Background: an optimization exercise with open tools, aiming at small area and a short achievable clock period. Do not read the settings as production practice.
Function was checked by simulation only, so behaviour that the tests miss may differ from the original.
Power figures rest on the tool's default switching activity, not on a simulated workload.

// QPU_V
module QPU_V(
  input clk,reset,RDY,
  input [15:0]IR,
  input IRQ1,IRQ2,
  input [7:0] A_result,
  input A_vin,A_cin,
  input [7:0] M_Din,
  input I1,I2,I3,I4,
  output [11:0] pc_out,
  output [9:0]  W_AddrO,
  output [7:0]  W_DoutO,
  output [9:0]  M_AddrO,
  output M_WEO,M_IO,
  output A_adc_sbc,A_cout,
  output [7:0] Op1,Op2,
  output [7:0] ST,OPS,RA,RF,RSP
);
Size in the first run: roughly 810 cells after synthesis.
clock: 6.0 ns
lec_check: 0
cap_margin: 20
core_margin: 2
core_utilization: 40
place_density: 0.8
setup_slack_margin: 3.0
slew_margin: 20
synth_hierarchical: 1
synth_minimum_keep_size: 0
tns_end_percent: 0
standard.sh (not shown) runs the stock make flow with config.mk's settings and CLKGATE_MAP_FILE= SYNTH_SCRIPT=/design/flow/synth_recipe.tcl, a recipe that flattens the netlist after the stock synthesis.
==> flow/flow/run.sh <==
#!/bin/bash
# Standard ORFS layout (the standard.sh, unchanged synthesis), with the
# port buffers made as sky130_fd_sc_hd__buf_1 instead of the resizer's pick,
# and a clock tree of clkbuf_8 without dummy loads.
set -euo pipefail
cd "$(dirname "$0")/.."
bash standard.sh "BUFFER_PORTS_ARGS=-buffer_cell sky130_fd_sc_hd__buf_1" \
  "CTS_ARGS=-sink_clustering_enable -repair_clock_nets -dont_use_dummy_load -buf_list sky130_fd_sc_hd__clkbuf_8 -root_buf sky130_fd_sc_hd__clkbuf_8" \
  finish > flow_make.log 2>&1
The starting point completed with no timing, DRC or antenna violations.
Rerun with:
--- a/flow/design.v
+++ b/flow/design.v
@@ -14,13 +14,12 @@
   output A_adc_sbc,A_cout,
   output [7:0] Op1,Op2,
   output [7:0] ST,OPS,RA,RF,RSP
 );
 reg        s1;
 reg        OPSTR;
-reg        POP;
 reg        IOMode,MWE0,MWEO,LAB7;
 reg [3:0]  LWx;
 reg [11:0] pc;
 reg [9:0]  SP,RX,RY,WAddr;
 reg [7:0]  Acc,Flags;
 reg [7:0]  OP1R,OP2R;
@@ -37,12 +36,13 @@
 QPU_V_alu u_alu(.tt(TT), .sh(WSEL[4]), .in(WSEL[5]), .ac(WSEL[7]), .a(OP1R), .b(OP2R), .c(Flags[0]), .acc(Acc), .y(WD_REST));
 wire [7:0] WD;
 QPU_V_wdsel u_wdsel(.a(A_result), .s(WSEL[3]), .rest(WD_REST), .y(WD));
 wire C_NEXT = WSEL[3] ? A_cin : WSEL[4] ? OP1R[0] : Flags[0];
 wire OP_PSH_POP = (IR_TYPE[1:0]==2'b01) & ~LAB7 & COP_TYPE[2] & COP_TYPE[1];
 wire [9:0] PBASE = ~s1 ? SP : (IR_TYPE==3'b110) ? RX : (IR_TYPE==3'b111) ? RY : SP;
+wire       POP   = s1 & OP_PSH_POP & ~COP_TYPE[0];
 wire [7:0] POFF  = IR[7:0] | {8{POP}};
 wire [9:0] PDIFF = PBASE - {{2{POFF[7]}},POFF};
 wire dec = ~s1 & ~IR[15];
 reg [6:0]  n_OP_TYPE;
 function [6:0] optype(input [2:0] cmd);
     case (cmd)
@@ -84,35 +84,23 @@
 wire mem = (IR_REG>=4'b1100);
 wire ext = (IR_CMD==3'b100) & (IR_REG>4'b1000);
 wire       n_s1  = ~reset & dec & (mem | ext);
 wire [6:0] n_OPT = reset ? 7'd0 : s1 ? optype(COP_TYPE) : IR[15] ? 7'd0 : n_OP_TYPE;
 wire [7:0] n_WSEL = n_s1 ? 8'b10000000 :
                     {~|n_OPT[5:0], n_OPT[5], n_OPT[4]&IR[7], n_OPT[4]&~IR[7], n_OPT[3:0]};
-wire       w_ld8 = s1 & (COP_TYPE!=3'b100) & (COP_TYPE<3'b110);
-wire [6:0] s_wa  = {~dec & ~w_ld8,
-                    w_ld8,
-                    dec & ~mem,
-                    dec & mem & (IR[9:8]==2'b11),
-                    dec & mem & (IR[9:8]==2'b10),
-                    dec & mem & (IR[9:8]==2'b01),
-                    dec & mem & (IR[9:8]==2'b00)};
-wire [9:0] n_WAddr;
-QPU_V_ao7w u_wa(.s(s_wa), .d0({2'd0,IR[7:0]}), .d1(PDIFF), .d2(RX), .d3(RY), .d4({6'd0,PK_REG}), .d5(10'd8), .d6(WAddr), .y(n_WAddr));
 always @(posedge clk)
 begin
-    WAddr<=n_WAddr;
     LAB7<=IR[7];
     IR_TYPE<=IR[10:8];
     COP_TYPE<=IR[14:12];
     F1<=f1;
     F2<=f2;
     OP1R<= n_OP1R;
     OP2R<= n_OP2R;
     s1<=n_s1;
     OPSTR<=~n_s1 & n_OPT[6];
-    POP<=n_s1 & (IR[9:7]==3'b010) & (IR_CMD==3'b110);
     WSEL<=n_WSEL;
     TT<={n_WSEL[0]|n_WSEL[1]|n_WSEL[6], n_WSEL[1]|n_WSEL[2], n_WSEL[1]|n_WSEL[2]|n_WSEL[6]};
     if (reset)
     begin
         IOMode<=1'b0;
         MWE0<=1'b0;
@@ -128,19 +116,26 @@
     else if (~s1)
     begin
         if (~IR[15])
         begin
             if (mem)
             begin
+                case (IR[9:8])
+                2'b00: WAddr<={2'd0,IR[7:0]};
+                2'b01: WAddr<=PDIFF;
+                2'b10: WAddr<=RX;
+                2'b11: WAddr<=RY;
+                endcase
                 IOMode<=(IR[7:6]==2'b00);
                 MWE0<=1'b0;
                 MWEO<=(IR_CMD==3'b111);
                 LWx<=4'b1000;
             end
             else
             begin
+                WAddr<={6'd0,PK_REG};
                 IOMode<=1'b0;
                 MWE0<=~ext;
                 MWEO<=~ext;
                 if (~ext) pc<=pc+12'd1;
                 LWx<=PK_REG;
             end
@@ -183,12 +178,13 @@
             LWx<=4'b1110;
             MWE0<=1'b0;
             MWEO<=1'b0;
         end
         else if (COP_TYPE<3'b110)
         begin
+            WAddr<=10'd8;
             LWx<=4'b1000;
             MWE0<=1'b1;
             MWEO<=1'b1;
         end
         else
         begin
@@ -246,10 +242,6 @@
     assign y[i] = (a[i] ? (b[i] ? tt[2] : tt[1]) : (b[i] & tt[0]))
                 | (sh & ((i==7) ? c : a[(i+1)%8]))
                 | (in & (a[i] ^ cy[i]))
                 | (ac & acc[i]);
 end endgenerate
 endmodule
-module QPU_V_ao7w(input [6:0] s, input [9:0] d0, d1, d2, d3, d4, d5, d6, output [9:0] y);
-assign y = ({10{s[0]}} & d0) | ({10{s[1]}} & d1) | ({10{s[2]}} & d2) | ({10{s[3]}} & d3)
-         | ({10{s[4]}} & d4) | ({10{s[5]}} & d5) | ({10{s[6]}} & d6);
-endmodule
=> Clock skew is lower by 0.011 ns. Die area grows by about 1.8%. Worst setup slack gains 0.054 ns. Total power shrinks by about 3%. Sequential power falls by 2.4%. Worst hold slack hardly moves. Core utilization drops by 0.65 points.

-- what the ideal ports hide --
The flow's constraints put no driver on any port. The routed layouts listed below were extracted and timed again, unchanged, in two steps.
Step 1 assumes that a clkbuf_16 drives the clock port and a buf_2 every other input.
Step 2 also shifts input and output timing later by t, the mid clock arrival at the registers, as if the neighbouring blocks saw the same clock.
Slacks: no drivers / after step 1 / after step 2; pairs: no drivers / after step 1.
run	t (ns)	setup slack, ns	worst hold slack (ns)	latest minus earliest clock arrival (ns)	slew at the worst register clock pin (ns)
the first run	0.433	2.703 / 2.665 / 2.370	0.475 / 0.475 / 0.475	0.033 / 0.033	0.12 / 0.12
the second run	0.409	2.758 / 2.727 / 2.416	0.476 / 0.476 / 0.476	0.035 / 0.035	0.11 / 0.11
After both steps every run listed still meets setup and hold. The setup slack of the second run, which loses most, moves by -0.031 ns with the drivers and by -0.342 ns with both steps.
